Optimization exercise on an open flow, not production practice.
RTL: at most simulated, not proved equivalent.
Power: default activity.

--- design/flow/config.mk ---
export PLATFORM = sky130hd
export DESIGN_NAME = PipelinedCPU
export DESIGN_NICKNAME = PipelinedCPU
export VERILOG_FILES = /design/flow/design.v
export SDC_FILE = /design/flow/constraint.sdc
export NUM_CORES = 4
export LEC_CHECK = 0
export ABC_AREA = 1
export CAP_MARGIN = 20
export CORE_MARGIN = 2
export CORE_UTILIZATION = 55
export SETUP_SLACK_MARGIN = 3.5
export SLEW_MARGIN = 20
--- design/flow/design.v ---
module RegFile(clk, rst, src1, src2, byp1, byp2, byp_data, src1_data, src2_data, wrt_en, dst, dst_data);
	input clk, rst;
	input [3:0] src1, src2, dst;
	input byp1, byp2;
	input [31:0] byp_data;
	input wrt_en;
	input [31:0] dst_data;
	output [31:0] src1_data, src2_data;
	wire [31:0] wdata = rst ? 32'b0 : dst_data;
	wire [31:0] q [0:15];
	genvar i;
	generate
		for (i = 0; i < 16; i = i + 1) begin : r
			reg [31:0] val;
			always @(posedge clk)
				if (rst | (wrt_en & (dst == i)))
					val <= wdata;
			assign q[i] = val;
		end
	endgenerate
	function [31:0] rd;
		input [3:0] idx;
		input byp;
		input [511:0] all;
		input [31:0] bval;
		reg [3:0] lo, hi;
		reg [31:0] g;
		integer j, k;
		begin
			lo = 4'b0001 << idx[1:0];
			hi = (4'b0001 << idx[3:2]) & {4{~byp}};
			rd = bval & {32{byp}};
			for (j = 0; j < 4; j = j + 1) begin
				g = 32'b0;
				for (k = 0; k < 4; k = k + 1)
					g = g | (all[(j * 4 + k) * 32 +: 32] & {32{lo[k]}});
				rd = rd | (g & {32{hi[j]}});
			end
		end
	endfunction
	wire [511:0] all = {q[15], q[14], q[13], q[12], q[11], q[10], q[9], q[8],
	                    q[7], q[6], q[5], q[4], q[3], q[2], q[1], q[0]};
	assign src1_data = rd(src1, byp1, all, byp_data);
	assign src2_data = rd(src2, byp2, all, byp_data);
endmodule
module PipelinedCPU(clk, reset, imem_addr, imem_data, dmem_addr, dmem_wdata, dmem_we, dmem_rdata);
	input  clk;
	input  reset;
	output [31:0] imem_addr;
	input  [31:0] imem_data;
	output [31:0] dmem_addr;
	output [31:0] dmem_wdata;
	output dmem_we;
	input  [31:0] dmem_rdata;
	parameter START_PC = 32'h40;
	wire [3:0]  f_cls = imem_data[31:28];
	wire [3:0]  f_op  = imem_data[27:24];
	wire [3:0]  f_a   = imem_data[23:20];
	wire [3:0]  f_b   = imem_data[19:16];
	wire [3:0]  f_c   = imem_data[15:12];
	wire [15:0] f_imm = imem_data[15:0];
	wire f_alur = (f_cls == 4'hC);
	wire f_alui = (f_cls == 4'h4);
	wire f_cmpr = (f_cls == 4'hD);
	wire f_cmpi = (f_cls == 4'h5);
	wire f_br   = (f_cls == 4'h2);
	wire f_jal  = (f_cls == 4'h6);
	wire f_lw   = (f_cls == 4'h7);
	wire f_sw   = (f_cls == 4'h3);
	wire f_mvhi = f_alui & (f_op == 4'hF);
	wire f_brz  = f_br & (f_op == 4'h2 | f_op == 4'hD | f_op == 4'h8 |
	                      f_op == 4'h1 | f_op == 4'hE | f_op == 4'hF);
	wire       f_bs  = (f_cls[3:1] == 3'b001);         
	wire [3:0] idx1 = f_b;
	wire [3:0] idx2 = f_bs ? f_a : f_c;
	wire [31:0] rf1, rf2;
	wire        x_we;
	wire [3:0]  x_dst;
	wire [31:0] x_res;
	wire byp1 = x_we & (x_dst == idx1);
	wire byp2 = x_we & (x_dst == idx2);
	RegFile regfile(clk, reset, idx1, idx2, byp1, byp2, x_res, rf1, rf2, x_we, x_dst, x_res);
	wire [31:0] f_simm = {{16{f_imm[15]}}, f_imm};
	wire [31:0] f_bval = f_mvhi ? {f_imm, 16'b0} :
	                     (f_alui | f_cmpi) ? f_simm :
	                     rf2;
	reg [2:0] f_tt;
	always @(*) begin
		case (f_op)
			4'h0: f_tt = 3'b111;  
			4'h1: f_tt = 3'b011;  
			4'h2: f_tt = 3'b100;  
			4'h3: f_tt = 3'b000;  
			4'h5: f_tt = 3'b011;  
			4'h6: f_tt = 3'b100;  
			4'h8: f_tt = 3'b110;  
			4'h9: f_tt = 3'b010;  
			4'hA: f_tt = 3'b101;  
			4'hB: f_tt = 3'b001;  
			4'hC: f_tt = 3'b110;  
			4'hD: f_tt = 3'b010;  
			4'hE: f_tt = 3'b101;  
			default: f_tt = 3'b001;  
		endcase
	end
	wire f_isalu = f_alur | (f_alui & ~f_mvhi);
	wire f_radd  = f_isalu & (f_op == 4'h7);
	wire f_rsub  = f_isalu & (f_op == 4'h6);
	wire f_rlog  = f_isalu & ~(f_op == 4'h7) & ~(f_op == 4'h6);
	wire f_cmp   = f_cmpr | f_cmpi;
	wire f_sub   = f_rsub | f_cmp | f_br;
	wire f_invb  = f_rsub | f_cmp;
	wire f_inva  = f_br;
	wire [17:0] f_immr = f_jal ? {f_imm, 2'b00} : {{2{f_imm[15]}}, f_imm};
	wire f_bwd  = f_imm[15];
	wire f_nul  = (f_imm == 16'h0000);
	wire f_pred = f_br & (f_bwd ? (f_op != 4'h3) : (f_op == 4'h0 | f_op == 4'h5 | f_op == 4'h1));
	wire [31:2] fa     = imem_addr[31:2];
	wire [31:2] f_npc  = fa + 30'd1;
	wire [31:2] f_btgt = fa + {{14{f_imm[15]}}, f_imm} + 30'd1;
	reg  [31:0] opA, opB;
	reg  [31:2] npc;       
	reg  [31:2] btgt;      
	reg  [17:0] immr;
	reg  [3:0]  dst;
	reg         we, st, ld, br, jal, pred, nul;
	reg         sub, rarith, rlog, rmvhi, rlink;
	reg  [2:0]  lop;       
	reg  [2:0]  tt;
	wire        cond;
	wire        mispredict = br & ~nul & (cond ^ pred);
	always @(posedge clk) begin
		opA  <= (rf1 ^ {32{f_inva}}) | {32{f_brz}};
		opB  <= f_bval ^ {32{f_invb}};
		btgt <= f_btgt;
		immr <= f_immr;
		dst  <= f_a;
		lop  <= {f_op[3], f_op[1], f_op[0]};
		tt   <= f_tt;
		sub  <= f_sub;
		rarith <= f_radd | f_rsub;
		rlog <= f_rlog;
		rmvhi <= f_mvhi;
		rlink <= f_jal;
		pred <= f_pred;
		nul  <= f_nul;
		if (reset | mispredict) begin
			npc <= reset ? START_PC[31:2] : (cond ? btgt : npc);
			we  <= 1'b0;
			st  <= 1'b0;
			ld  <= 1'b0;
			br  <= 1'b0;
			jal <= 1'b0;
		end else begin
			npc <= f_npc;
			we  <= f_alur | f_alui | f_cmpr | f_cmpi | f_jal | f_lw;
			st  <= f_sw;
			ld  <= f_lw;
			br  <= f_br;
			jal <= f_jal;
		end
	end
	wire [31:0] simmr = {{14{immr[17]}}, immr};
	wire [31:0] as    = opA + opB + {31'b0, sub};   
	wire [31:0] addr  = opA + simmr;                
	wire        eq    = &(opA ^ opB);               
	assign      cond  = eq ? tt[2] : (as[31] ? tt[1] : tt[0]);
	wire [31:0] lres0 = lop[1] ? (opA ^ opB) : lop[0] ? (opA | opB) : (opA & opB);
	wire [31:0] lres  = lres0 ^ {32{lop[2]}};
	assign x_res = ld     ? dmem_rdata :
	               rlink  ? {npc, 2'b00} :
	               rmvhi  ? opB :
	               rarith ? as :
	               rlog   ? lres :
	               {31'b0, cond};
	assign x_we  = we;
	assign x_dst = dst;
	assign imem_addr  = {jal ? addr[31:2] : (br & pred) ? btgt : npc, 2'b00};
	assign dmem_addr  = addr;
	assign dmem_wdata = opB;
	assign dmem_we    = st;
endmodule
--- design/flow/constraint.sdc ---
create_clock -name core_clock -period 8.0 [get_ports {clk}]
set_input_delay 1.6000 -clock core_clock [delete_from_list [all_inputs] [get_ports {clk}]]
set_output_delay 1.6000 -clock core_clock [all_outputs]
set_load 0.01 [all_outputs]
--- design/flow/flow/run.sh ---
#!/bin/bash
# Own flow: the standard layout (standard.sh, unchanged synthesis) with two changes:
#  - the port buffers are plain buffers (sky130_fd_sc_hd__buf_4) instead of the delay cells
#    buffer_ports picks by default;
#  - clock tree synthesis uses larger sink clusters and no dummy loads, for a shallower tree.
# Each step's output goes to its own log file here.
set -euo pipefail
export BUFFER_PORTS_ARGS="-buffer_cell sky130_fd_sc_hd__buf_4"
export CTS_ARGS="-sink_clustering_enable -repair_clock_nets -sink_clustering_size 20 -sink_clustering_max_diameter 80 -dont_use_dummy_load"
bash standard.sh synth > synth.log 2>&1
bash standard.sh > layout.log 2>&1
--- design/flow/standard.sh ---
#!/bin/bash
# synth_recipe.tcl (not shown) runs the flow's synth.tcl, then flattens the netlist and writes it again
# the make line also repeats each setting of config.mk as NAME=value (left out here)
make -C /OpenROAD-flow-scripts/flow DESIGN_CONFIG=/design/flow/config.mk WORK_HOME=/design/flow/orfs CLKGATE_MAP_FILE= SYNTH_SCRIPT=/design/flow/synth_recipe.tcl "${@:-finish}"
==> reports/qor.csv, run 1 <==
stage;metric;value;unit
critical_path;CP Launch Type;register;
die;Starting Density;55.4;%
synth;Netlist cell types;59;
timing;RSZ-0062 raised after global routing;yes;
die;Core Area;71200;um^2
clock_network;cts bufs inserted;45;
clock_network;CTS Root Buffer Type;clkbuf_16;
global_route;GRT overflow;0;
synth;Mean Syn Cell Area;8.20;um^2
placement;# port buffers;160;
synth;Post-Synthesis Cells;4811;
timing;FMAX;222;MHz
clock_network;H-tree levels;2;
die;die width;272;um
synth;EDFF count, synth;542;
pwr;Lkg Pwr;0.0183;uW
critical_path;Arr. time, crit path;2900;ps
clock_network;clk slew on worst S/H paths;80;ps
critical_path;Critical Path RT;6400;ps
placement;hpwl dp;110;mm
synth;sequential fraction of the synthesis area;48.1;%
job;maxcap violations;0;
die;Row Count;98;
outcome;outcome;timing/DRC/antenna clean;
critical_path;Crit Path Category;register to output port;
die;IO Pins;163;
drt;DRT iter0 DRCs;5609;
critical_path;Crit. End Element;output port;
final_layout;most frequent cells in the layout;1076 x nand2_1, 611 x inv_1, 542 x edfxtp_1, 407 x a21oi_1, 400 x o21ai_0;
timing;Final setup viols;0;
synth;Yosys reg bits;676;
final_layout;fin nets;5109;
worst_hold_path;worst min path class;register to register;
timing;final setup TNS;0;ps
final_layout;commonest non-fill, non-tap cell in the layout;nand2_1;
final_layout;Area Overhead vs Synth;12.2;%
drt;routed len/inst;27.9;um
timing;Final min period;4500;ps
die;DIE AREA;73900;um^2
timing;Slew @ Worst Pin;1270;ps
pwr;IR drop worst, VDD;227;uV
global_route;Tot GR Track Use;42.8;%
drt;drt first pass iters;7;
die;die height;272;um
drt;drt via density;6.39;
timing;max_slew headroom;15.0;%
global_route;first-pass GRT wire length;231;mm
clock_network;CTS max path bufs;3;
timing;Final Hold Viols;0;
global_route;vias in the first global route;34000;
drt;Total Wirelength;164;mm
timing;part of the cycle the worst path needs;56.3;%
synth;ys flop type;edfxtp_1;
synth;Yosys warnings;2;
timing;Slew Viols, Final;0;
synth;Async SR Flop Fraction;0;%
timing;Hold Slack;542;ps
clock_network;CTS tree;built;
pwr;PwrDens;214;nW/um^2
timing;clk_skew;110;ps
synth;mapped cell area;39400;um^2
clock_network;Worst-Skew Late Latency;640;ps
global_route;initial antenna violation count;8;
drt;antenna viol nets, final;0;
drt;Vias;37500;
global_route;largest net degree at the start of global routing;100;
final_layout;Fillers;6358;
placement;gpl congestion;1.02;
final_layout;share of cells above drive strength 1;12.9;%
clock_network;Sink Count;676;
drt;Remaining DRCs;0;
critical_path;CP max FO;5;
synth_stat cells, drive strengths merged (96+ instances only):
master	instances	area, um^2
nand2	1114	4210
inv	637	2390
buf	96	475
nor2	293	1150
a21oi	434	2170
o21ai	455	2310
edfxtp	542	16300
dfxtp	134	2680
ha	125	1560
clkbuf	127	477
nand3	224	1150
o22ai	189	1180
state kept, by name (all words and copies together), names as in the netlist, 3 cells and up:
name	count
immr	18
opB	32
lop	3
opA	32
btgt	30
regfile.r.val	512
dst	4
tt	3
npc	30
power breakdown:
group / switching [uW] / total (uW) / internal [uW]
sequential: 345 / 4500 / 4160
combinational: 1860 / 2790 / 938
clock: 1180 / 2180 / 994
total: 3380 / 9470 / 6090
worst max-delay path: stages (launching register included):
cell	delay, ps
dfxtp_4	410
ha_4	230
a21oi_1	140
inv_1	100
a21oi_2	210
o21bai_1	120
nand2_1	130
nand3_2	100
nand2_1	80
nand3_2	80
xor2_2	210
nand2_1	100
nand2_2	130
inv_1	60
buf_4	140
layout make-up:
cell class / instances / area (um^2) / share of cell area (%)
sequential: 676 / 19000 / 43.1
multi-input combinational: 3271 / 18300 / 41.3
inverter: 643 / 2450 / 5.55
timing repair inverter: 1 / 7.51 / 0.0170
antenna: 4 / 10.0 / 0.0226
timing repair buffer: 276 / 2150 / 4.85
clock buffer: 45 / 1130 / 2.55
tap: 950 / 1190 / 2.69
logic make-up after synthesis:
family | after synthesis | synth area share, %
compound gates | 1279 | 18.6
xor+xnor | 80 | 1.78
fa+ha+maj | 129 | 4.17
buf+inv | 866 | 8.53
flops | 676 | 48.1
mux | 4 | 0.111
other cells | 1 | 0.00951
simple gates | 1776 | 18.8
final timing paths:
path / startpoint / endpoint / slack, ps / cells after the start
worst max register to register: opB[12] / npc[16] / 3610 / 14
worst max-delay path: opA[8] / imem_addr[31] / 3500 / 14
worst min-delay path: btgt[31] / npc[31] / 540 / 2
worst min register to register: btgt[31] / npc[31] / 540 / 2
stage by stage:
stage          instance area (um^2)  power, uW  utilization, %  std cells  setup WS, ps
2_1_floorplan                 39400       5940               -       4812          4080
3_3_place_gp                  41700       7030            58.5       5769          2760
3_5_place_dp                  41700       7050            58.5       5769          2740
4_1_cts                       43200       9220            60.7       5822          3340
5_1_grt                       44200       9790            62.1       5863          3370
6_report                      44200       9470            62.1       5866          3500
timing repair:
action / in CTS / in global routing
setup endpoints to repair: 90 / 210
gates cloned: 1 / 1
hold buffers: 0 / 0
gates resized for setup: 115 / 171
buffers inserted: 7 / 38
pin swaps: 5 / 31
endpoints found under the hold margin: 0 / 0
per-layer routing:
metal  vias to the layer above  part of all wire (%)  GRT usage [%]
li1                      16700                     -              -
met1                     17500                    36           54.9
met2                      2755                    43           65.1
met3                       559                    14           12.8
met4                         2                   6.6           22.9
met5                         -                0.0079              0
Testbench counts, summed over its fixed seeds: cycles 35,396.
==> run 2, diff against run 1 <==
--- a/design/flow/config.mk
+++ b/design/flow/config.mk
@@ -8,6 +8,6 @@
 export ABC_AREA = 1
 export CAP_MARGIN = 20
 export CORE_MARGIN = 2
-export CORE_UTILIZATION = 55
+export CORE_UTILIZATION = 40
 export SETUP_SLACK_MARGIN = 3.5
 export SLEW_MARGIN = 20
==> run 2 against run 1 <==
  * Still clean
  * Clock power about the same
  * Final cell count increased by 5.7%
  * Fmax decreased by 0.56%
  * Setup slack got worse by 25 ps
  * Synthesized cell count unchanged
  * Total power increased by 0.45%
  * First-iteration DRC count decreased by 0.68%
  * Cell area increased by 1.2%
  * Combinational power increased by 2%
  * Wire length increased by 3.4%
  * Critical path type unchanged
  * Highest routed layer is now met4
==> reports/qor.csv, run 2 <==
stage;metric;value;unit;change
outcome;outcome;timing/DRC/antenna clean;;unchanged
final_layout;fin nets;5112;;was 5109
synth;largest family of logic cells by synthesized area;simple AND/OR/NAND/NOR gates;;unchanged
final_layout;Top Registers;regfile.r.val: 512 flops, opA: 32 flops, opB: 32 flops;;unchanged
final_layout;share of cells above drive strength 1;13.5;%;was 12.9%
clock_network;cts bufs inserted;44;;was 45
die;die width;318;um;was 272 um
clock_network;Worst-Skew Late Latency;640;ps;about the same
synth;Compound-Gate Fraction of Synth Area;18.6;%;unchanged
final_layout;Fillers;9542;;was 6358
timing;clk_skew;89.3;ps;was 110 ps
synth;post-synthesis mux area share;0.111;%;unchanged
global_route;Tot GR Track Use;32.0;%;was 42.8%
timing;Slew Viols, Final;0;;unchanged
critical_path;Worst Setup SP;immr[17];;was opA[8]
timing;final setup TNS;0;ps;unchanged
critical_path;Crit Path Category;register to output port;;unchanged
critical_path;Crit-path slowest cell;dfxtp_4;;unchanged
synth;Mean Syn Cell Area;8.20;um^2;unchanged
die;Starting Density;40.2;%;was 55.4%
worst_hold_path;worst min path class;register to register;;unchanged
timing;Final min period;4530;ps;was 4500 ps
synth;EDFF count, synth;542;;unchanged
final_layout;Area Overhead vs Synth;13.6;%;was 12.2%
final_layout;area of the multi-input gates;18400;um^2;was 18300 um^2
synth;Post-Synth Simple-Gate Area;18.8;%;unchanged
clock_network;clk slew on worst S/H paths;60;ps;was 80 ps
die;IO Pins;163;;unchanged
timing;Hold Slack;531;ps;was 542 ps
pwr;Sw Share;36.0;%;was 35.7%
timing;Final Hold Viols;0;;unchanged
pwr;NetSw;3420;uW;was 3380 uW
timing;FMAX;221;MHz;was 222 MHz
final_layout;commonest non-fill, non-tap cell in the layout;nand2_1;;unchanged
synth;XOR/XNOR Fraction of Synth Area;1.78;%;unchanged
die;Core Area;98000;um^2;was 71200 um^2
global_route;vias in the first global route;33600;;was 34000
final_layout;Largest register FFs;512;;unchanged
synth;sequential fraction of the synthesis area;48.1;%;unchanged
synth;Yosys warnings;2;;unchanged
critical_path;Critical Path RT;6400;ps;about the same
pwr;sequential share of power;47.2;%;was 47.5%
timing;Slew @ Worst Pin;1250;ps;was 1270 ps
placement;gpl congestion;0.982;;was 1.02
timing;Final setup viols;0;;unchanged
drt;drt via density;5.99;;was 6.39
clock_network;CTS max path bufs;3;;unchanged
critical_path;peak per-stage delay on the critical path;380;ps;was 410 ps
synth;ys flop type;edfxtp_1;;unchanged
drt;Vias;37100;;was 37500
final_layout;Top reg by flops;regfile.r.val;;unchanged
critical_path;CP Launch Type;register;;unchanged
synth;share of the synthesized area in the top cell type;41.3;%;unchanged
clock_network;H-tree levels;2;;unchanged
global_route;largest net degree at the start of global routing;118;;was 100
synth;Async SR Flop Fraction;0;%;unchanged
final_layout;register area;19000;um^2;about the same
pwr;P_int;6090;uW;about the same
critical_path;CP max FO;8;;was 5
drt;antenna viol nets, final;0;;unchanged
clock_network;CTS Root Buffer Type;clkbuf_16;;unchanged
drt;drt first pass iters;6;;was 7
global_route;first-pass GRT wire length;237;mm;was 231 mm
critical_path;worst-path cell chain;buf_4 > ha_4 > nand2_2 > nor2_4 > inv_2 > nor2_4 > nand3b_1 > nand3_2 > nand2_1 > nand3_2 > xor2_4 > nand2_1 > nand2_2 > inv_1 > buf_4;;was ha_4 > a21oi_1 > inv_1 > a21oi_2 > o21bai_1 > nand2_1 > nand3_2 > nand2_1 > nand3_2 > xor2_2 > nand2_1 > nand2_2 > inv_1 > buf_4
placement;# port buffers;160;;unchanged
critical_path;Arr. time, crit path;2930;ps;was 2900 ps
synth;Area contributors post-synth;edfxtp_1 41%, nand2_1 11%, dfxtp_1 6.8%;;unchanged
clock_network;CTS tree;built;;unchanged
critical_path;Crit. End Element;output port;;unchanged
global_route;GRT overflow;0;;unchanged
clock_network;Sink Count;676;;unchanged
die;die height;318;um;was 272 um
timing;RSZ-0062 raised after global routing;yes;;unchanged
placement;hpwl dp;111;mm;was 110 mm
drt;routed len/inst;27.3;um;was 27.9 um
synth;mapped cell area;39400;um^2;unchanged
synth;Yosys reg bits;676;;unchanged
drt;DRT iter0 DRCs;5571;;was 5609
global_route;initial antenna violation count;4;;was 8
timing;part of the cycle the worst path needs;56.6;%;was 56.3%
job;maxcap violations;0;;unchanged
pwr;IR drop worst, VDD;155;uV;was 227 uV
timing;max_slew headroom;15.5;%;was 15.0%
synth;most used standard cell by instance count after synthesis;nand2_1;;unchanged
synth;adder-cell share of the synthesized area;4.17;%;unchanged
critical_path;worst r2r src;opB[15];;was opB[12]
drt;Remaining DRCs;0;;unchanged
pwr;combinational power share;30.0;%;was 29.5%
final_layout;most frequent cells in the layout;1063 x nand2_1, 605 x inv_1, 542 x edfxtp_1, 406 x a21oi_1, 397 x o21ai_0;;was 1076 x nand2_1, 611 x inv_1, 542 x edfxtp_1, 407 x a21oi_1, 400 x o21ai_0
die;Row Count;115;;was 98
pwr;Lkg Pwr;0.0184;uW;was 0.0183 uW
synth;area leader, netlist;edfxtp_1;;unchanged
pwr;Clock power frac;22.8;%;was 23.0%
synth;Post-synth top cells;1106 x nand2_1, 626 x inv_1, 542 x edfxtp_1;;unchanged
worst_hold_path;start point of the worst hold path;btgt[31];;unchanged
pwr;PwrDens;212;nW/um^2;was 214 nW/um^2
synth;Netlist cell types;59;;unchanged
synth;Post-Synthesis Cells;4811;;unchanged
die;DIE AREA;101000;um^2;was 73900 um^2
drt;Total Wirelength;169;mm;was 164 mm
-- run 2: path summary, 6_finish.rpt --
| path | slack, ps | end | depth (start not counted) |
|---|---|---|---|
| setup / recovery | 3470 | imem_addr[31] | 15 |
| hold reg to reg | 530 | npc[31] | 2 |
| hold / removal | 530 | npc[31] | 2 |
| setup reg to reg | 3570 | regfile.r[8].val[28] | 14 |
-- run 2: area by class of cell --
class | instances | area share, %
timing repair buffer | 281 | 4.90
tap | 1287 | 3.60
timing repair inverter | 1 | 0.0168
sequential | 676 | 42.5
multi-input combinational | 3270 | 41.1
inverter | 643 | 5.46
antenna | 1 | 0.00559
clock buffer | 44 | 2.46
-- run 2: power groups by stage --
stage          Sequential (uW)  Clock (uW)  Combinational [uW]
2_1_floorplan             4370           0                1580
3_3_place_gp              4540           0                2540
3_5_place_dp              4540           0                2540
4_1_cts                   4470        2180                2670
5_1_grt                   4500        2290                3060
6_report                  4490        2170                2850
-- run 2: stage by stage --
stage                     std cells  cell area [um^2]  total power (uW)  setup WS, ps  utilization [%]
after floorplan                4812             39400              5940          4080                -
after global routing           6202             44800              9860          3260             45.7
after global placement         6103             42100              7070          2720             43.0
after CTS                      6173             43900              9310          3390             44.8
final                          6203             44800              9510          3470             45.7
after detailed placement       6103             42100              7080          2800             43.0
-- run 2: worst max-delay path, delay by kind of cell, from the launching register on --
family / cells / cell delay (ps)
xor gates and xnor gates: 1 / 190
adders and majority gates: 1 / 290
buffers and inverters: 4 / 440
DFF: 1 / 380
and+or+nand+nor: 9 / 1040
-- run 2: cells by family (layout without fill, tap and decap cells) --
logic type / after synthesis / in the layout
fa+ha+maj: 129 / 129
other cells: 1 / 3
xor+xnor: 80 / 80
compound gates: 1279 / 1279
simple gates: 1776 / 1776
flops: 676 / 676
mux: 4 / 4
buf+inv: 866 / 969
-- run 2: routing by layer --
metal / share of wire, % / global-route usage (%) / up-vias
li1: - / - / 16600
met1: 39 / 42.4 / 17600
met2: 44 / 49.5 / 2424
met3: 12 / 7.05 / 422
met4: 5.7 / 15.7 / 0
met5: 0 / 0 / -
-- run 2: repair_timing --
item	CTS	global route
buffers inserted	25	29
cloned	1	0
setup endpoints to repair	126	231
hold buffers	0	0
resized for setup	159	154
pin swaps	19	48
==> run 3, diff against run 2 <==
--- a/design/flow/config.mk
+++ b/design/flow/config.mk
@@ -8,6 +8,6 @@
 export ABC_AREA = 1
 export CAP_MARGIN = 20
 export CORE_MARGIN = 2
-export CORE_UTILIZATION = 40
-export SETUP_SLACK_MARGIN = 3.5
+export CORE_UTILIZATION = 55
+export SETUP_SLACK_MARGIN = 4.0
 export SLEW_MARGIN = 20
==> run 3 against run 2 <==
  * Synthesized cell count unchanged
  * Critical endpoint unchanged
  * Fmax increased by 2.3%
  * Still clean on timing, DRC and antenna
  * Synthesized area is the same
  * Global-route usage increased by 12 points
  * Core utilization is 19 points higher
  * Critical path type unchanged
==> reports/qor.csv, run 3 <==
stage;metric;value;unit;change
final_layout;share of cells above drive strength 1;18.0;%;was 13.5%
die;Core Area;71200;um^2;was 98000 um^2
final_layout;Largest register FFs;512;;unchanged
critical_path;Arr. time, crit path;2830;ps;was 2930 ps
critical_path;Crit Path Category;register to output port;;unchanged
critical_path;CP Launch Type;register;;unchanged
timing;part of the cycle the worst path needs;55.4;%;was 56.6%
critical_path;CP max FO;7;;was 8
final_layout;fin nets;5205;;was 5112
final_layout;most frequent cells in the layout;1034 x nand2_1, 591 x inv_1, 542 x edfxtp_1, 391 x a21oi_1, 384 x o21ai_0;;was 1063 x nand2_1, 605 x inv_1, 542 x edfxtp_1, 406 x a21oi_1, 397 x o21ai_0
drt;drt via density;6.40;;was 5.99
pwr;IR drop worst, VDD;230;uV;was 155 uV
timing;Final min period;4430;ps;was 4530 ps
global_route;largest net degree at the start of global routing;100;;was 118
clock_network;CTS tree;built;;unchanged
clock_network;cts bufs inserted;45;;was 44
drt;drt first pass iters;6;;unchanged
placement;# port buffers;160;;unchanged
clock_network;H-tree levels;2;;unchanged
synth;EDFF count, synth;542;;unchanged
drt;DRT iter0 DRCs;5450;;was 5571
synth;Compound-Gate Fraction of Synth Area;18.6;%;unchanged
placement;placed cell count;5769;;was 6103
critical_path;Crit-path slowest cell;dfxtp_4;;unchanged
placement;gpl congestion;1.02;;was 0.982
clock_network;Sink Count;676;;unchanged
drt;Remaining DRCs;0;;unchanged
synth;adder-cell share of the synthesized area;4.17;%;unchanged
clock_network;hold_buf cts;0;;unchanged
pwr;sequential share of power;46.1;%;was 47.2%
critical_path;Critical Path RT;6400;ps;about the same
synth;largest family of logic cells by synthesized area;simple AND/OR/NAND/NOR gates;;unchanged
final_layout;Top Registers;regfile.r.val: 512 flops, opA: 32 flops, opB: 32 flops;;unchanged
clock_network;CTS max path bufs;3;;unchanged
die;die height;272;um;was 318 um
drt;Vias;38100;;was 37100
synth;ys flop type;edfxtp_1;;unchanged
job;maxcap violations;0;;unchanged
synth;Async SR Flop Fraction;0;%;unchanged
synth;Yosys reg bits;676;;unchanged
pwr;Clock power frac;22.3;%;was 22.8%
pwr;NetSw;3520;uW;was 3420 uW
die;Starting Density;55.4;%;was 40.2%
timing;Final setup viols;0;;unchanged
final_layout;Top reg by flops;regfile.r.val;;unchanged
die;IO Pins;163;;unchanged
final_layout;Area Overhead vs Synth;17.0;%;was 13.6%
critical_path;Crit. End Element;output port;;unchanged
synth;area leader, netlist;edfxtp_1;;unchanged
final_layout;Layout Cells excl Fill;5959;;was 6203
synth;sequential fraction of the synthesis area;48.1;%;unchanged
pwr;Lkg Pwr;0.0190;uW;was 0.0184 uW
synth;most used standard cell by instance count after synthesis;nand2_1;;unchanged
global_route;first-pass GRT wire length;236;mm;was 237 mm
pwr;Sw Share;36.0;%;about the same
clock_network;CTS Root Buffer Type;clkbuf_16;;unchanged
die;Row Count;98;;was 115
placement;hpwl dp;110;mm;was 111 mm
synth;Netlist cell types;59;;unchanged
pwr;PwrDens;212;nW/um^2;about the same
clock_network;clk slew on worst S/H paths;60;ps;about the same
timing;final setup TNS;0;ps;unchanged
die;die width;272;um;was 318 um
worst_hold_path;worst min path class;register to register;;unchanged
synth;Post-Synthesis Cells;4811;;unchanged
timing;max_slew headroom;22.2;%;was 15.5%
pwr;combinational power share;31.6;%;was 30.0%
timing;FMAX;226;MHz;was 221 MHz
timing;clk_skew;106;ps;was 89.3 ps
drt;Total Wirelength;169;mm;about the same
synth;Mean Syn Cell Area;8.20;um^2;unchanged
timing;Slew @ Worst Pin;1150;ps;was 1250 ps
synth;Yosys warnings;2;;unchanged
final_layout;commonest non-fill, non-tap cell in the layout;nand2_1;;unchanged
die;DIE AREA;73900;um^2;was 101000 um^2
timing;Slew Viols, Final;0;;unchanged
global_route;initial antenna violation count;5;;was 4
synth;Post-synth top cells;1106 x nand2_1, 626 x inv_1, 542 x edfxtp_1;;unchanged
synth;Area contributors post-synth;edfxtp_1 41%, nand2_1 11%, dfxtp_1 6.8%;;unchanged
synth;Post-Synth Simple-Gate Area;18.8;%;unchanged
pwr;P_int;6260;uW;was 6090 uW
timing;RSZ-0062 raised after global routing;yes;;unchanged
synth;mapped cell area;39400;um^2;unchanged
synth;XOR/XNOR Fraction of Synth Area;1.78;%;unchanged
outcome;outcome;timing/DRC/antenna clean;;unchanged
final_layout;area of the multi-input gates;19200;um^2;was 18400 um^2
global_route;GRT overflow;0;;unchanged
critical_path;worst-path cell chain;buf_12 > ha_4 > nand2_4 > nor2_4 > inv_2 > nor2_4 > nand3b_1 > nand3_2 > nand2_1 > nand3_2 > xor2_2 > nand2_1 > nand2_2 > inv_2 > buf_6;;was buf_4 > ha_4 > nand2_2 > nor2_4 > inv_2 > nor2_4 > nand3b_1 > nand3_2 > nand2_1 > nand3_2 > xor2_4 > nand2_1 > nand2_2 > inv_1 > buf_4
final_layout;register area;19100;um^2;was 19000 um^2
critical_path;peak per-stage delay on the critical path;390;ps;was 380 ps
synth;post-synthesis mux area share;0.111;%;unchanged
synth;share of the synthesized area in the top cell type;41.3;%;unchanged
drt;routed len/inst;28.3;um;was 27.3 um
clock_network;Worst-Skew Late Latency;650;ps;was 640 ps
drt;antenna viol nets, final;0;;unchanged
final_layout;Fillers;6184;;was 9542
timing;Final Hold Viols;0;;unchanged
global_route;Tot GR Track Use;43.8;%;was 32.0%
global_route;vias in the first global route;35000;;was 33600
==> run 3: cell counts after synthesis <==
Identical to the previous run, type by type.
==> run 3: timing repair <==
item,4_1_cts,5_1_grt
setup endpoints to repair,406,564
pin swaps,89,61
cloned,5,6
gates resized for setup,420,165
endpoints found under the hold margin,0,0
buffers inserted,95,38
==> run 3: power by group through the flow <==
| stage | Clock (uW) | Sequential, uW | Combinational (uW) |
|---|---|---|---|
| finish | 2180 | 4510 | 3090 |
| global route | 2280 | 4510 | 3310 |
| CTS | 2170 | 4480 | 2860 |
| detailed placement | 0 | 4540 | 2510 |
| global placement | 0 | 4540 | 2490 |
| floorplan | 0 | 4370 | 1580 |
==> run 3: path summary, 6_finish.rpt <==
| check | depth (start not counted) | startpoint | endpoint | slack, ps |
|---|---|---|---|---|
| setup / recovery | 15 | immr[17] | imem_addr[31] | 3570 |
| hold / removal | 2 | btgt[31] | npc[31] | 540 |
| setup reg to reg | 27 | opA[0] | btgt[29] | 3890 |
| hold reg to reg | 2 | btgt[31] | npc[31] | 540 |
==> run 3: critical path, delay by kind of cell (launching register included) <==
kind                     cells  cell delay (ps)
XOR/XNOR                     1              210
adder cells (fa/ha/maj)      1              310
buffers and inverters        4              390
flip-flops                   1              390
AND/OR/NAND/NOR              9              940
==> run 3: layer usage <==
layer | global-route usage [%] | vias to the layer above | part of all wire (%)
li1 | - | 16900 | -
met1 | 56.1 | 17800 | 36
met2 | 66.4 | 2918 | 43
met3 | 12.3 | 615 | 14
met4 | 25.9 | 2 | 7.3
met5 | 0.0642 | - | 0.0077
==> run 3: cell type report <==
cell class              instances  area share (%)
inverters                     643            5.42
multi-input cells            3276            41.6
flip-flops and latches        676            41.3
repair buffers                365            6.56
clock buffers                  45            2.44
repair inverters                3          0.0515
diodes                          1         0.00542
well taps                     950            2.58
==> run 3: cells by family (layout without fill, tap and decap cells) <==
family	count (synthesis)	count (layout)
XOR/XNOR	80	80
AND/OR/NAND/NOR	1776	1782
buffers and inverters	866	1056
other	1	3
multiplexers	4	4
adder cells (fa/ha/maj)	129	129
flip-flops	676	676
AO/OA/AOI/OAI	1279	1279
==> run 3: through the flow <==
| step | util, % | instance area [um^2] | setup WS, ps | power [uW] | hold slack [ps] |
|---|---|---|---|---|---|
| floorplan | - | 39400 | 4080 | 5940 | 496 |
| detailed placement | 58.5 | 41700 | 2740 | 7050 | 531 |
| CTS | 63.4 | 45200 | 3610 | 9510 | 541 |
| global route | 64.8 | 46100 | 3460 | 10100 | 571 |
| global placement | 58.5 | 41700 | 2760 | 7030 | 528 |
| finish | 64.8 | 46100 | 3570 | 9780 | 542 |
==> run 4, diff against run 3 <==
--- a/design/flow/config.mk
+++ b/design/flow/config.mk
@@ -8,6 +8,6 @@
 export ABC_AREA = 1
 export CAP_MARGIN = 20
 export CORE_MARGIN = 2
-export CORE_UTILIZATION = 55
-export SETUP_SLACK_MARGIN = 4.0
+export CORE_UTILIZATION = 65
+export SETUP_SLACK_MARGIN = 3.7
 export SLEW_MARGIN = 20
==> run 4 against run 3 <==
  * Still clean
  * Count of clock-buffer cells in the layout shrank 2
  * Synthesized area is the same
  * Fmax shrank 2.2%
  * Sequential power is essentially flat
  * Register-to-register slack lost 100 ps
  * Setup slack lost 100 ps
  * Final cell count shrank 3.0%
  * Total power shrank 1.3%
  * First-iteration DRC count grew 24%
  * Critical endpoint unchanged
  * Largest cell class is now sequential cells
  * Highest routed layer unchanged
==> reports/qor.csv, run 4 <==
stage;metric;value;unit;change
synth;Post-Synthesis Cells;4811;;unchanged
die;Row Count;90;;was 98
timing;part of the cycle the worst path needs;56.6;%;was 55.4%
pwr;Lkg Pwr;0.0188;uW;was 0.0190 uW
clock_network;CTS max path bufs;3;;unchanged
drt;drt via density;6.75;;was 6.40
timing;Slew @ Worst Pin;1400;ps;was 1150 ps
critical_path;Crit. End Element;output port;;unchanged
pwr;Sw Share;35.9;%;was 36.0%
global_route;grt met2 use;71.6;%;was 66.4%
drt;DRT iter0 DRCs;6736;;was 5450
final_layout;Fillers;4463;;was 6184
global_route;vias in the first global route;35500;;was 35000
final_layout;Area Overhead vs Synth;14.7;%;was 17.0%
timing;PnR worst setup slack;3470;ps;was 3570 ps
outcome;outcome;timing/DRC/antenna clean;;unchanged
final_layout;fin nets;5191;;was 5205
global_route;Tot GR Track Use;49.3;%;was 43.8%
timing;clk_skew;102;ps;was 106 ps
final_layout;Top reg by flops;regfile.r.val;;unchanged
clock_network;Worst-Skew Late Latency;660;ps;was 650 ps
clock_network;clk slew on worst S/H paths;80;ps;was 60 ps
final_layout;most frequent cells in the layout;1042 x nand2_1, 594 x inv_1, 542 x edfxtp_1, 404 x a21oi_1, 390 x o21ai_0;;was 1034 x nand2_1, 591 x inv_1, 542 x edfxtp_1, 391 x a21oi_1, 384 x o21ai_0
clock_network;cts bufs inserted;43;;was 45
global_route;GR met3 Demand/Resource;17.1;%;was 12.3%
drt;Vias;39000;;was 38100
final_layout;final instance area;45200;um^2;was 46100 um^2
timing;RSZ-0062 raised after global routing;yes;;unchanged
timing;Slew Viols, Final;0;;unchanged
drt;Total Wirelength;160;mm;was 169 mm
clock_network;Sink Count;676;;unchanged
pwr;NetSw;3470;uW;was 3520 uW
pwr;IR drop worst, VDD;202;uV;was 230 uV
timing;Final min period;4530;ps;was 4430 ps
final_layout;commonest non-fill, non-tap cell in the layout;nand2_1;;unchanged
global_route;largest net degree at the start of global routing;116;;was 100
global_route;initial antenna violation count;3;;was 5
die;DIE AREA;62700;um^2;was 73900 um^2
pwr;combinational power share;31.3;%;was 31.6%
critical_path;Crit Path Category;register to output port;;unchanged
timing;Final setup viols;0;;unchanged
critical_path;Arr. time, crit path;2930;ps;was 2830 ps
critical_path;CP max FO;3;;was 7
placement;hpwl dp;104;mm;was 110 mm
synth;mapped cell area;39400;um^2;unchanged
global_route;first-pass GRT wire length;227;mm;was 236 mm
final_layout;Layout Cells excl Fill;5781;;was 5959
drt;antenna viol nets, final;0;;unchanged
pwr;Clock power frac;22.0;%;was 22.3%
final_layout;Largest register FFs;512;;unchanged
worst_hold_path;worst min path class;register to register;;unchanged
synth;EDFF count, synth;542;;unchanged
synth;Yosys reg bits;676;;unchanged
synth;Post-synth top cells;1106 x nand2_1, 626 x inv_1, 542 x edfxtp_1;;unchanged
drt;drt first pass iters;7;;was 6
clock_network;CTS Root Buffer Type;clkbuf_16;;unchanged
timing;max_slew headroom;5.76;%;was 22.2%
synth;sequential fraction of the synthesis area;48.1;%;unchanged
final_layout;share of cells above drive strength 1;16.3;%;was 18.0%
drt;routed len/inst;27.7;um;was 28.3 um
critical_path;Critical Path RT;6400;ps;about the same
synth;Async SR Flop Fraction;0;%;unchanged
global_route;M1 GR Usage;61.1;%;was 56.1%
synth;Area contributors post-synth;edfxtp_1 41%, nand2_1 11%, dfxtp_1 6.8%;;unchanged
pwr;PwrDens;214;nW/um^2;was 212 nW/um^2
drt;Remaining DRCs;0;;unchanged
final_layout;Top Registers;regfile.r.val: 512 flops, opA: 32 flops, opB: 32 flops;;unchanged
job;maxcap violations;0;;unchanged
global_route;GRT overflow;0;;unchanged
placement;# port buffers;160;;unchanged
synth;Yosys warnings;2;;unchanged
synth;most used standard cell by instance count after synthesis;nand2_1;;unchanged
synth;Mean Syn Cell Area;8.20;um^2;unchanged
timing;FMAX;221;MHz;was 226 MHz
timing;final setup TNS;0;ps;unchanged
placement;pre-CTS WS;2740;ps;about the same
die;Starting Density;65.6;%;was 55.4%
die;die width;250;um;was 272 um
synth;area leader, netlist;edfxtp_1;;unchanged
die;IO Pins;163;;unchanged
placement;placed cell count;5601;;was 5769
critical_path;CP Launch Type;register;;unchanged
die;Core Area;60100;um^2;was 71200 um^2
placement;DP Area;41500;um^2;was 41700 um^2
synth;ys flop type;edfxtp_1;;unchanged
synth;Netlist cell types;59;;unchanged
pwr;P_int;6190;uW;was 6260 uW
die;die height;250;um;was 272 um
clock_network;H-tree levels;2;;unchanged
global_route;GR peak layer;met2;;unchanged
timing;Hold Slack;561;ps;was 542 ps
timing;Final Hold Viols;0;;unchanged
pwr;sequential share of power;46.7;%;was 46.1%
synth;share of the synthesized area in the top cell type;41.3;%;unchanged
placement;gpl congestion;1.02;;about the same
clock_network;CTS tree;built;;unchanged
## run 4: cell counts after synthesis
No cell type changed its count.
## run 4: kinds of logic (layout without fill, tap and decap cells)
group | count (synthesis) | after routing | share of synthesized area [%]
and+or+nand+nor | 1776 | 1777 | 18.8
AOI/OAI and AO/OA | 1279 | 1279 | 18.6
buffers and inverters | 866 | 1047 | 8.53
other | 1 | 7 | 0.00951
adders and majority gates | 129 | 129 | 4.17
DFF | 676 | 676 | 48.1
muxes | 4 | 4 | 0.111
xor gates and xnor gates | 80 | 80 | 1.78
## run 4: path summary, 6_finish.rpt
path                            cells after the start      from  slack (ps)            end
worst min-delay path                                2  btgt[31]         560        npc[31]
worst min register to register                      2  btgt[31]         560        npc[31]
worst max-delay path                               14   opA[10]        3470  imem_addr[31]
worst max register to register                     21    opA[1]        3790       btgt[28]
## run 4: power groups by stage
stage / registers [uW] / clock network (uW) / logic (uW)
3_3_place_gp: 4530 / 0 / 2440
5_1_grt: 4510 / 2200 / 3210
4_1_cts: 4470 / 2090 / 2700
2_1_floorplan: 4370 / 0 / 1580
6_report: 4510 / 2120 / 3020
3_5_place_dp: 4540 / 0 / 2470
## run 4: cell type report
cell class	instances	area [um^2]	share of cell area [%]
timing repair buffer	359	2840	6.27
tap	782	978	2.16
sequential	676	19100	42.2
clock buffer	43	1080	2.38
multi-input combinational	3271	18800	41.5
timing repair inverter	2	15.0	0.0332
inverter	643	2470	5.47
antenna	5	12.5	0.0277
## run 4: metrics by stage
step,utilization [%],power [uW]
finish,75.2,9650
global route,75.2,9920
CTS,73.1,9250
detailed placement,68.9,7000
global placement,68.9,6970
floorplan,-,5940
## run 4: what timing repair did
action | 4_1_cts | 5_1_grt
pin swaps | 50 | 68
endpoints found under the setup margin | 151 | 345
setup buffers | 68 | 61
hold buffers | 0 | 0
gates cloned | 2 | 1
gates resized for setup | 268 | 201
## run 4: worst max-delay path, stage by stage, from the launching register on
cell      delay (ps)
dfxtp_4          430
ha_4             240
a21o_4           230
a21oi_4          140
buf_4            150
o21bai_4          60
nand2_2           90
nand3_2          110
nand2_2          100
nand3_4           90
xor2_4           230
nand2_1          110
nand2_2          130
inv_2             60
buf_6            110
## run 4: metal layers
metal	vias to the layer above	routed length, um
met1	17800	52600
met5	-	138
met2	3498	66100
li1	16800	-
met4	2	15300
met3	935	26300
==> run 5, diff against run 4 <==
--- a/design/flow/config.mk
+++ b/design/flow/config.mk
@@ -8,6 +8,6 @@
 export ABC_AREA = 1
 export CAP_MARGIN = 20
 export CORE_MARGIN = 2
-export CORE_UTILIZATION = 65
+export CORE_UTILIZATION = 50
 export SETUP_SLACK_MARGIN = 3.7
 export SLEW_MARGIN = 20
==> run 5 against run 4 <==
  * Setup slack gained 63 ps
  * Critical path depth is the same
  * Still clean on timing, DRC and antenna
  * Count of clock-buffer cells in the layout did not move
==> reports/qor.csv, run 5 <==
stage;metric;value;unit;change
outcome;outcome;timing/DRC/antenna clean;;unchanged
drt;DRT iter0 DRCs;5220;;was 6736
die;Row Count;102;;was 90
critical_path;Crit. path cell count;14;;unchanged
die;die width;285;um;was 250 um
pwr;PwrDens;212;nW/um^2;was 214 nW/um^2
synth;Netlist cell types;59;;unchanged
clock_network;CTS tree;built;;unchanged
worst_hold_path;worst hold path depth;2;;unchanged
drt;Total Wirelength;169;mm;was 160 mm
final_layout;share of cells above drive strength 1;16.5;%;was 16.3%
timing;Slew Viols, Final;0;;unchanged
critical_path;crit-path leading delay family;simple AND/OR/NAND/NOR gates;;unchanged
global_route;vias in the first global route;34700;;was 35500
final_layout;Top Registers;regfile.r.val: 512 flops, opA: 32 flops, opB: 32 flops;;unchanged
placement;hpwl dp;111;mm;was 104 mm
timing;Slew @ Worst Pin;1160;ps;was 1400 ps
synth;Yosys warnings;2;;unchanged
die;Starting Density;50.7;%;was 65.6%
pwr;sequential share of power;46.6;%;was 46.7%
placement;gpl congestion;1.03;;was 1.02
synth;share of the synthesized area in the top cell type;41.3;%;unchanged
clock_network;cts bufs inserted;43;;unchanged
clock_network;Worst-Skew Late Latency;640;ps;was 660 ps
synth;Post-synth top cells;1106 x nand2_1, 626 x inv_1, 542 x edfxtp_1;;unchanged
final_layout;area of the multi-input gates;18800;um^2;about the same
pwr;Sw Share;36.1;%;was 35.9%
synth;most used standard cell by instance count after synthesis;nand2_1;;unchanged
drt;Vias;37600;;was 39000
synth;Area contributors post-synth;edfxtp_1 41%, nand2_1 11%, dfxtp_1 6.8%;;unchanged
die;die height;285;um;was 250 um
final_layout;fin nets;5183;;was 5191
die;DIE AREA;81100;um^2;was 62700 um^2
pwr;Clock power frac;22.1;%;was 22.0%
timing;max_slew headroom;22.5;%;was 5.76%
timing;Final Hold Viols;0;;unchanged
synth;Mean Syn Cell Area;8.20;um^2;unchanged
timing;part of the cycle the worst path needs;55.9;%;was 56.6%
pwr;IR drop worst, VDD;203;uV;was 202 uV
placement;placed cell count;5858;;was 5601
critical_path;WP buf/inv;6;;was 3
critical_path;worst-path cell chain;buf_4 > buf_4 > ha_4 > inv_1 > nor3_2 > inv_1 > nor2_1 > nor2_1 > nand3_2 > xor2_2 > nand2_1 > nand2_2 > inv_2 > buf_6;;was ha_4 > a21o_4 > a21oi_4 > buf_4 > o21bai_4 > nand2_2 > nand3_2 > nand2_2 > nand3_4 > xor2_4 > nand2_1 > nand2_2 > inv_2 > buf_6
critical_path;peak per-stage delay on the critical path;380;ps;was 430 ps
critical_path;R2R depth;15;;was 21
pwr;combinational power share;31.4;%;was 31.3%
synth;Post-Synthesis Cells;4811;;unchanged
critical_path;Crit Path Category;register to output port;;unchanged
clock_network;CTS Root Buffer Type;clkbuf_16;;unchanged
pwr;P_int;6190;uW;about the same
final_layout;register area;19100;um^2;about the same
synth;Yosys reg bits;676;;unchanged
final_layout;Area Overhead vs Synth;15.7;%;was 14.7%
drt;drt first pass iters;9;;was 7
critical_path;Crit-path slowest cell;dfxtp_4;;unchanged
clock_network;Sink Count;676;;unchanged
final_layout;Fillers;7016;;was 4463
die;IO Pins;163;;unchanged
worst_hold_path;worst min path class;register to register;;unchanged
final_layout;Largest register FFs;512;;unchanged
clock_network;clk slew on worst S/H paths;70;ps;was 80 ps
timing;RSZ-0062 raised after global routing;yes;;unchanged
drt;Remaining DRCs;0;;unchanged
clock_network;CTS max path bufs;3;;unchanged
final_layout;most frequent cells in the layout;1034 x nand2_1, 594 x inv_1, 542 x edfxtp_1, 399 x a21oi_1, 393 x o21ai_0;;was 1042 x nand2_1, 594 x inv_1, 542 x edfxtp_1, 404 x a21oi_1, 390 x o21ai_0
critical_path;CP max FO;6;;was 3
job;maxcap violations;0;;unchanged
pwr;Lkg Pwr;0.0188;uW;about the same
placement;# port buffers;160;;unchanged
synth;EDFF count, synth;542;;unchanged
timing;Final setup viols;0;;unchanged
global_route;initial antenna violation count;4;;was 3
critical_path;Arr. time, crit path;2870;ps;was 2930 ps
synth;area leader, netlist;edfxtp_1;;unchanged
drt;drt via density;6.24;;was 6.75
critical_path;Crit. End Element;output port;;unchanged
global_route;Tot GR Track Use;40.0;%;was 49.3%
timing;FMAX;224;MHz;was 221 MHz
timing;Final min period;4470;ps;was 4530 ps
critical_path;Critical Path RT;6400;ps;about the same
timing;clk_skew;63.1;ps;was 102 ps
pwr;NetSw;3490;uW;was 3470 uW
global_route;first-pass GRT wire length;239;mm;was 227 mm
die;Core Area;77700;um^2;was 60100 um^2
global_route;largest net degree at the start of global routing;118;;was 116
global_route;GRT overflow;0;;unchanged
final_layout;Layout Cells excl Fill;6029;;was 5781
final_layout;commonest non-fill, non-tap cell in the layout;nand2_1;;unchanged
synth;ys flop type;edfxtp_1;;unchanged
critical_path;CP Launch Type;register;;unchanged
synth;Async SR Flop Fraction;0;%;unchanged
drt;routed len/inst;28.0;um;was 27.7 um
drt;antenna viol nets, final;0;;unchanged
synth;sequential fraction of the synthesis area;48.1;%;unchanged
timing;final setup TNS;0;ps;unchanged
clock_network;H-tree levels;2;;unchanged
final_layout;Top reg by flops;regfile.r.val;;unchanged
synth;mapped cell area;39400;um^2;unchanged
-- run 5: kinds of logic (layout without fill, tap and decap cells) --
group | Yosys count | after routing | share of synthesized area, %
muxes | 4 | 4 | 0.111
AOI/OAI and AO/OA | 1279 | 1279 | 18.6
buffers and inverters | 866 | 1038 | 8.53
other | 1 | 5 | 0.00951
and+or+nand+nor | 1776 | 1778 | 18.8
xor gates and xnor gates | 80 | 80 | 1.78
DFF | 676 | 676 | 48.1
adders and majority gates | 129 | 129 | 4.17
-- run 5: repair_timing --
action / CTS / global route
hold buffers: 0 / 0
setup endpoints to repair: 198 / 419
cloned: 2 / 3
resized for setup: 307 / 167
setup buffers: 78 / 41
pin swaps: 68 / 70
-- run 5: final timing paths --
kind / startpoint / end / slack, ps
max reg2reg: opB[16] / npc[15] / 3800
max: immr[17] / imem_addr[31] / 3530
min reg2reg: btgt[31] / npc[31] / 540
min: btgt[31] / npc[31] / 540
-- run 5: worst min-delay path, delay by kind of cell (launching register included) --
family	cells	cell delay (ps)
flip-flops	1	330
AND/OR/NAND/NOR	2	110
-- run 5: per-stage QoR --
stage	setup slack [ps]	total power [uW]	instance area (um^2)	hold slack (ps)	util, %
6_report	3530	9680	45600	540	58.7
3_5_place_dp	2850	7070	41800	518	53.8
2_1_floorplan	4080	5940	39400	496	-
5_1_grt	3470	10000	45600	560	58.7
3_3_place_gp	2900	7060	41800	515	53.8
4_1_cts	3560	9420	44700	536	57.5
-- run 5: power by group through the flow --
stage               clock network, uW  registers (uW)  logic, uW
floorplan                           0            4370       1580
global placement                    0            4550       2500
detailed placement                  0            4550       2520
CTS                              2140            4480       2790
global route                     2260            4510       3260
finish                           2140            4510       3040
-- run 5: area by class of cell --
type,instances,area share (%)
repair buffers,350,6.26
diodes,3,0.0165
clock buffers,43,2.36
repair inverters,2,0.0329
multi-input cells,3272,41.3
inverters,643,5.41
flip-flops and latches,676,41.8
well taps,1040,2.85
-- run 5: metal layers --
layer  GRT usage, %  routed length, um
met1           52.5              63500
met2           61.4              73700
met3           9.45              20400
met4           21.9              11300
met5              0                 14
==> run 6, diff against run 5 <==
--- a/design/flow/config.mk
+++ b/design/flow/config.mk
@@ -8,6 +8,6 @@
 export ABC_AREA = 1
 export CAP_MARGIN = 20
 export CORE_MARGIN = 2
-export CORE_UTILIZATION = 50
+export CORE_UTILIZATION = 55
 export SETUP_SLACK_MARGIN = 3.7
 export SLEW_MARGIN = 20
==> run 6 against run 5 <==
  * Still clean on timing, DRC and antenna
  * Sequential share of layout area rose by 0.074 points
  * Wire length fell by 1.6%
  * Clock skew grew 48 ps
  * Flip-flop and latch count stayed put
  * Synthesized cell count did not move
  * Cell area decreased by 0.13%
  * Non-clock buffer count fell by 12
  * Via count up 1.2%
  * Core utilization grew 5.3 points
  * Combinational power is essentially flat
  * Register-to-register slack barely moved
  * Critical path type unchanged
  * Critical endpoint is now imem_addr[18]
  * Largest cell class unchanged
  * Largest power group unchanged
==> reports/qor.csv, run 6 <==
stage;metric;value;unit;change
synth;ys flop type;edfxtp_1;;unchanged
final_layout;most frequent cells in the layout;1043 x nand2_1, 592 x inv_1, 542 x edfxtp_1, 395 x a21oi_1, 394 x o21ai_0;;was 1034 x nand2_1, 594 x inv_1, 542 x edfxtp_1, 399 x a21oi_1, 393 x o21ai_0
drt;Vias;38100;;was 37600
synth;Mean Syn Cell Area;8.20;um^2;unchanged
clock_network;Sink Count;676;;unchanged
final_layout;commonest non-fill, non-tap cell in the layout;nand2_1;;unchanged
drt;Max Used Layer;met4;;was met5
drt;Total Wirelength;166;mm;was 169 mm
clock_network;CTS Root Buffer Type;clkbuf_16;;unchanged
clock_network;H-tree levels;2;;unchanged
final_layout;Area Overhead vs Synth;15.5;%;was 15.7%
outcome;outcome;timing/DRC/antenna clean;;unchanged
placement;gpl congestion;1.02;;was 1.03
critical_path;Crit Path Category;register to output port;;unchanged
drt;routed len/inst;28.0;um;about the same
job;maxcap violations;0;;unchanged
global_route;GRT overflow;0;;unchanged
pwr;IR drop worst, VDD;229;uV;was 203 uV
timing;final setup TNS;0;ps;unchanged
critical_path;CP most frequent cell;inv_2;;
final_layout;Fillers;6228;;was 7016
timing;Hold Slack;540;ps;about the same
synth;most used standard cell by instance count after synthesis;nand2_1;;unchanged
synth;Post-synth top cells;1106 x nand2_1, 626 x inv_1, 542 x edfxtp_1;;unchanged
drt;WL met2;71.0;mm;was 73.7 mm
synth;mapped cell area;39400;um^2;unchanged
synth;Async SR Flop Fraction;0;%;unchanged
timing;max_slew headroom;20.2;%;was 22.5%
critical_path;Crit. End Element;output port;;unchanged
timing;clk_skew;111;ps;was 63.1 ps
clock_network;CTS max path bufs;3;;unchanged
global_route;first-pass GRT wire length;233;mm;was 239 mm
critical_path;Critical Path RT;6400;ps;about the same
synth;Post-Synthesis Cells;4811;;unchanged
timing;Final min period;4390;ps;was 4470 ps
placement;hpwl dp;110;mm;was 111 mm
die;Row Count;98;;was 102
timing;Final Hold Viols;0;;unchanged
timing;Final setup viols;0;;unchanged
die;Core Area;71200;um^2;was 77700 um^2
timing;part of the cycle the worst path needs;54.9;%;was 55.9%
synth;Yosys reg bits;676;;unchanged
drt;M1 WL;60.4;mm;was 63.5 mm
clock_network;clk slew on worst S/H paths;90;ps;was 70 ps
critical_path;worst-path cell chain;ha_4 > inv_2 > fa_2 > inv_2 > nand4_1 > o211ai_4 > nand2_2 > nand2_4 > nand2_1 > nand3_1 > nand3_1 > o21ai_2 > inv_2 > buf_4;;was buf_4 > buf_4 > ha_4 > inv_1 > nor3_2 > inv_1 > nor2_1 > nor2_1 > nand3_2 > xor2_2 > nand2_1 > nand2_2 > inv_2 > buf_6
drt;antenna viol nets, final;0;;unchanged
worst_hold_path;worst min path class;register to register;;unchanged
global_route;initial antenna violation count;6;;was 4
timing;RSZ-0062 raised after global routing;yes;;unchanged
drt;Remaining DRCs;0;;unchanged
final_layout;share of cells above drive strength 1;16.5;%;about the same
placement;# port buffers;160;;unchanged
critical_path;WP buf/inv;4;;was 6
final_layout;fin util;64.0;%;was 58.7%
critical_path;peak per-stage delay on the critical path;380;ps;about the same
timing;Slew @ Worst Pin;1190;ps;was 1160 ps
synth;sequential fraction of the synthesis area;48.1;%;unchanged
global_route;largest net degree at the start of global routing;100;;was 118
die;Starting Density;55.4;%;was 50.7%
final_layout;Largest register FFs;512;;unchanged
clock_network;CTS tree;built;;unchanged
global_route;Tot GR Track Use;43.1;%;was 40.0%
final_layout;register area;19100;um^2;about the same
drt;metal3 WL;22.6;mm;was 20.4 mm
timing;Slew Viols, Final;0;;unchanged
critical_path;CP max FO;4;;was 6
placement;DP Area;41700;um^2;was 41800 um^2
synth;share of the synthesized area in the top cell type;41.3;%;unchanged
drt;drt via density;6.42;;was 6.24
drt;DRT iter0 DRCs;5432;;was 5220
clock_network;hold_buf cts;0;;unchanged
pwr;Lkg Pwr;0.0188;uW;about the same
critical_path;CP Launch Type;register;;unchanged
synth;Netlist cell types;59;;unchanged
die;DIE AREA;73900;um^2;was 81100 um^2
critical_path;crit-path leading delay family;simple AND/OR/NAND/NOR gates;;unchanged
die;die height;272;um;was 285 um
critical_path;Crit-path slowest cell;dfxtp_4;;unchanged
final_layout;fin nets;5173;;was 5183
final_layout;Top Registers;regfile.r.val: 512 flops, opA: 32 flops, opB: 32 flops;;unchanged
global_route;vias in the first global route;34500;;was 34700
pwr;PwrDens;213;nW/um^2;was 212 nW/um^2
final_layout;final instance area;45600;um^2;about the same
die;die width;272;um;was 285 um
timing;FMAX;228;MHz;was 224 MHz
synth;area leader, netlist;edfxtp_1;;unchanged
synth;Area contributors post-synth;edfxtp_1 41%, nand2_1 11%, dfxtp_1 6.8%;;unchanged
clock_network;Worst-Skew Late Latency;650;ps;was 640 ps
final_layout;Top reg by flops;regfile.r.val;;unchanged
synth;Yosys warnings;2;;unchanged
final_layout;area of the multi-input gates;19000;um^2;was 18800 um^2
drt;drt first pass iters;7;;was 9
clock_network;cts bufs inserted;45;;was 43
critical_path;Arr. time, crit path;2790;ps;was 2870 ps
pwr;Final Power;9700;uW;was 9680 uW
synth;EDFF count, synth;542;;unchanged
die;IO Pins;163;;unchanged
[run 6: area by class of cell]
| cell class | instances | share of cell area (%) |
|---|---|---|
| repair buffers | 338 | 5.90 |
| repair inverters | 1 | 0.0165 |
| diodes | 3 | 0.0165 |
| multi-input cells | 3273 | 41.7 |
| clock buffers | 45 | 2.47 |
| well taps | 950 | 2.61 |
| flip-flops and latches | 676 | 41.8 |
| inverters | 643 | 5.41 |
[run 6: kinds of logic after synthesis]
group                      after synthesis  synth area share (%)
adders and majority gates              129                  4.17
muxes                                    4                 0.111
buffers and inverters                  866                  8.53
xor gates and xnor gates                80                  1.78
DFF                                    676                  48.1
AOI/OAI and AO/OA                     1279                  18.6
and+or+nand+nor                       1776                  18.8
other                                    1               0.00951
[run 6: final timing paths]
check | start | endpoint | slack, ps | cells after the start
max | opA[0] | imem_addr[18] | 3610 | 14
min | btgt[31] | npc[31] | 540 | 2
max reg2reg | opA[0] | opA[16] | 3810 | 20
min reg2reg | btgt[31] | npc[31] | 540 | 2
[run 6: metal layers]
| metal | track usage, % | vias to the layer above |
|---|---|---|
| li1 | - | 16800 |
| met1 | 55.7 | 17900 |
| met2 | 65.1 | 2812 |
| met3 | 12.2 | 611 |
| met4 | 25.1 | 0 |
| met5 | 0 | - |
[run 6: through the flow]
stage	cells	setup WS, ps
final	5929	3610
after detailed placement	5769	2740
after floorplan	4812	4080
after CTS	5865	3550
after global placement	5769	2760
after global routing	5926	3520
[run 6: worst min-delay path, cell delays in order, from the launching register on]
cell and delay [ps]:
dfxtp_1 320, nand2_1 60, nand2_1 60
[run 6: report_power, final]
part / total (uW) / leakage, uW / internal (uW) / switching (uW)
sequential: 4500 / 0.00678 / 4160 / 345
combinational: 3010 / 0.0114 / 1050 / 1960
clock: 2180 / 0.000555 / 994 / 1190
total: 9700 / 0.0188 / 6200 / 3490
[run 6: what timing repair did]
action | CTS | global route
buffers inserted | 49 | 58
setup endpoints to repair | 144 | 400
pin swaps | 52 | 95
gates cloned | 2 | 2
resized for setup | 285 | 210
==> run 7, diff against run 6 <==
--- a/design/flow/config.mk
+++ b/design/flow/config.mk
@@ -9,5 +9,6 @@
 export CAP_MARGIN = 20
 export CORE_MARGIN = 2
 export CORE_UTILIZATION = 55
-export SETUP_SLACK_MARGIN = 3.7
+export GPL_ROUTABILITY_DRIVEN = 0
+export SETUP_SLACK_MARGIN = 3.6
 export SLEW_MARGIN = 20
==> run 7 against run 6 <==
  * Non-clock buffer count is 48 lower
  * Cell area down 2.4%
  * Worst hold slack worse by 1.2 ps
  * Die area stayed put
  * Final cell count is 0.91% lower
  * Critical path depth is 4 lower
  * Critical path type unchanged
  * Critical endpoint is now imem_addr[11]
  * Largest cell class unchanged
==> reports/qor.csv, run 7 <==
stage;metric;value;unit;change
die;die width;272;um;unchanged
timing;max_slew headroom;23.3;%;was 20.2%
timing;part of the cycle the worst path needs;56.4;%;was 54.9%
pwr;Sw Share;35.6;%;was 36.0%
pwr;combinational power share;29.8;%;was 31.1%
synth;area leader, netlist;edfxtp_1;;unchanged
outcome;outcome;timing/DRC/antenna clean;;unchanged
synth;Mean Syn Cell Area;8.20;um^2;unchanged
synth;share of the synthesized area in the top cell type;41.3;%;unchanged
final_layout;most frequent cells in the layout;1061 x nand2_1, 607 x inv_1, 542 x edfxtp_1, 403 x a21oi_1, 396 x o21ai_0;;was 1043 x nand2_1, 592 x inv_1, 542 x edfxtp_1, 395 x a21oi_1, 394 x o21ai_0
drt;drt via density;6.38;;was 6.42
die;Core Area;71200;um^2;unchanged
die;IO Pins;163;;unchanged
clock_network;Sink Count;676;;unchanged
critical_path;Reg2Reg Setup Slack;3490;ps;was 3810 ps
global_route;first-pass GRT wire length;228;mm;was 233 mm
synth;Netlist cell types;59;;unchanged
clock_network;H-tree levels;2;;unchanged
drt;M1 WL;58.8;mm;was 60.4 mm
worst_hold_path;Worst Hold Path EP;npc[8];;was npc[31]
critical_path;Crit Path Category;register to output port;;unchanged
synth;Post-synth top cells;1106 x nand2_1, 626 x inv_1, 542 x edfxtp_1;;unchanged
drt;WL met2;68.3;mm;was 71.0 mm
drt;drt first pass iters;9;;was 7
drt;Remaining DRCs;0;;unchanged
drt;DRT iter0 DRCs;5377;;was 5432
global_route;initial antenna violation count;4;;was 6
synth;ys flop type;edfxtp_1;;unchanged
drt;Max Used Layer;met5;;was met4
critical_path;Critical Path RT;6400;ps;about the same
pwr;sequential share of power;47.3;%;was 46.4%
synth;Post-Synthesis Cells;4811;;unchanged
global_route;GRT overflow;0;;unchanged
timing;final setup TNS;0;ps;unchanged
drt;routed len/inst;27.4;um;was 28.0 um
timing;Final setup viols;0;;unchanged
placement;# port buffers;160;;unchanged
final_layout;Area Overhead vs Synth;12.8;%;was 15.5%
synth;Yosys warnings;2;;unchanged
die;die height;272;um;unchanged
clock_network;Worst-Skew Late Latency;640;ps;was 650 ps
clock_network;CTS tree;built;;unchanged
global_route;vias in the first global route;33800;;was 34500
critical_path;R2R depth;14;;was 20
placement;pre-CTS WS;2880;ps;was 2740 ps
final_layout;Fillers;6223;;was 6228
critical_path;CP most frequent cell;buf_4;;was inv_2
drt;Total Wirelength;161;mm;was 166 mm
timing;Final min period;4510;ps;was 4390 ps
final_layout;commonest non-fill, non-tap cell in the layout;nand2_1;;unchanged
critical_path;worst r2r src;opB[12];;was opA[0]
timing;RSZ-0062 raised after global routing;yes;;unchanged
clock_network;cts bufs inserted;45;;unchanged
pwr;Clock power frac;22.9;%;was 22.5%
global_route;largest net degree at the start of global routing;116;;was 100
synth;Yosys reg bits;676;;unchanged
pwr;IR drop worst, VDD;242;uV;was 229 uV
critical_path;CP max FO;5;;was 4
timing;PnR worst setup slack;3490;ps;was 3610 ps
drt;metal3 WL;21.5;mm;was 22.6 mm
worst_hold_path;start point of the worst hold path;btgt[8];;was btgt[31]
final_layout;Largest register FFs;512;;unchanged
pwr;NetSw;3380;uW;was 3490 uW
clock_network;hold_buf cts;0;;unchanged
worst_hold_path;worst hold path depth;2;;unchanged
timing;Slew @ Worst Pin;1140;ps;was 1190 ps
critical_path;peak per-stage delay on the critical path;460;ps;was 380 ps
final_layout;fin nets;5122;;was 5173
critical_path;CP Launch Type;register;;unchanged
pwr;P_int;6110;uW;was 6200 uW
global_route;Tot GR Track Use;42.3;%;was 43.1%
die;DIE AREA;73900;um^2;unchanged
pwr;Lkg Pwr;0.0184;uW;was 0.0188 uW
die;Row Count;98;;unchanged
critical_path;Crit. End Element;output port;;unchanged
clock_network;CTS Root Buffer Type;clkbuf_16;;unchanged
synth;most used standard cell by instance count after synthesis;nand2_1;;unchanged
synth;EDFF count, synth;542;;unchanged
critical_path;reg2reg end;regfile.r[12].val[21];;was opA[16]
synth;Area contributors post-synth;edfxtp_1 41%, nand2_1 11%, dfxtp_1 6.8%;;unchanged
pwr;Final Power;9490;uW;was 9700 uW
drt;antenna viol nets, final;0;;unchanged
synth;Async SR Flop Fraction;0;%;unchanged
placement;hpwl dp;107;mm;was 110 mm
timing;FMAX;222;MHz;was 228 MHz
timing;Final Hold Viols;0;;unchanged
final_layout;Top reg by flops;regfile.r.val;;unchanged
synth;mapped cell area;39400;um^2;unchanged
timing;Slew Viols, Final;0;;unchanged
timing;clk_skew;91.7;ps;was 111 ps
final_layout;antenna cells;0;;was 3
die;Starting Density;55.4;%;unchanged
critical_path;worst-path cell chain;ha_4 > a21oi_2 > inv_1 > a21oi_4 > buf_4 > nand3_1 > xor2_1 > nand2_1 > o21ai_2 > buf_4;;was ha_4 > inv_2 > fa_2 > inv_2 > nand4_1 > o211ai_4 > nand2_2 > nand2_4 > nand2_1 > nand3_1 > nand3_1 > o21ai_2 > inv_2 > buf_4
critical_path;Arr. time, crit path;2910;ps;was 2790 ps
critical_path;Crit-path slowest cell;xor2_1;;was dfxtp_4
drt;Vias;37500;;was 38100
clock_network;CTS max path bufs;3;;unchanged
synth;sequential fraction of the synthesis area;48.1;%;unchanged
final_layout;Top Registers;regfile.r.val: 512 flops, opA: 32 flops, opB: 32 flops;;unchanged
job;maxcap violations;0;;unchanged
clock_network;clk slew on worst S/H paths;90;ps;about the same
worst_hold_path;worst min path class;register to register;;unchanged
## run 7: timing repair
action / CTS / global route
pin swaps: 19 / 51
cloned: 1 / 0
endpoints found under the setup margin: 126 / 219
buffers inserted: 19 / 34
endpoints found under the hold margin: 0 / 0
resized for setup: 154 / 183
## run 7: stage by stage
stage	instances	hold WS, ps	utilization (%)	cell area, um^2
global placement	5775	520	58.6	41700
finish	5875	539	62.4	44500
floorplan	4812	496	-	39400
detailed placement	5775	527	58.6	41700
global route	5875	555	62.4	44500
CTS	5840	545	61.1	43500
## run 7: worst max-delay path by stage
| stage | from | end | slack [ps] | cells after the start |
|---|---|---|---|---|
| floorplan | reset | regfile.r[4].val[0] | 4080 | 4 |
| global placement | imem_data[30] | opB[20] | 2930 | 20 |
| finish | opA[8] | imem_addr[11] | 3490 | 10 |
| CTS | immr[17] | imem_addr[31] | 3470 | 15 |
| detailed placement | imem_data[30] | opB[21] | 2880 | 20 |
| global route | opA[9] | imem_addr[22] | 3390 | 13 |
## run 7: layout make-up
cell class	instances	area (um^2)	share of cell area [%]
sequential	676	19000	42.8
tap	950	1190	2.67
timing repair inverter	1	7.51	0.0169
multi-input combinational	3270	18400	41.4
timing repair buffer	290	2250	5.06
clock buffer	45	1130	2.53
inverter	643	2430	5.46
## run 7: power groups by stage
stage / Clock [uW] / Combinational, uW / Sequential, uW
after floorplan: 0 / 1580 / 4370
after global placement: 0 / 2470 / 4530
after detailed placement: 0 / 2480 / 4530
after CTS: 2170 / 2590 / 4460
after global routing: 2280 / 3040 / 4500
final: 2170 / 2830 / 4490
## run 7: layer usage
layer / vias to the layer above / global-route usage [%]
met4: 4 / 26.3
li1: 16700 / -
met2: 2745 / 62.9
met5: - / 0
met3: 574 / 11.0
met1: 17500 / 55.1
## run 7: kinds of logic after synthesis
family          share of synthesized area (%)
buf+inv                                  8.53
xor+xnor                                 1.78
flops                                    48.1
simple gates                             18.8
compound gates                           18.6
other cells                           0.00951
fa+ha+maj                                4.17
mux                                     0.111
## run 7: critical path, delay by kind of cell, from the launching register on
| family | cells | cell delay, ps |
|---|---|---|
| compound gates | 3 | 450 |
| xor+xnor | 1 | 460 |
| fa+ha+maj | 1 | 280 |
| buf+inv | 3 | 420 |
| flops | 1 | 390 |
| simple gates | 2 | 250 |
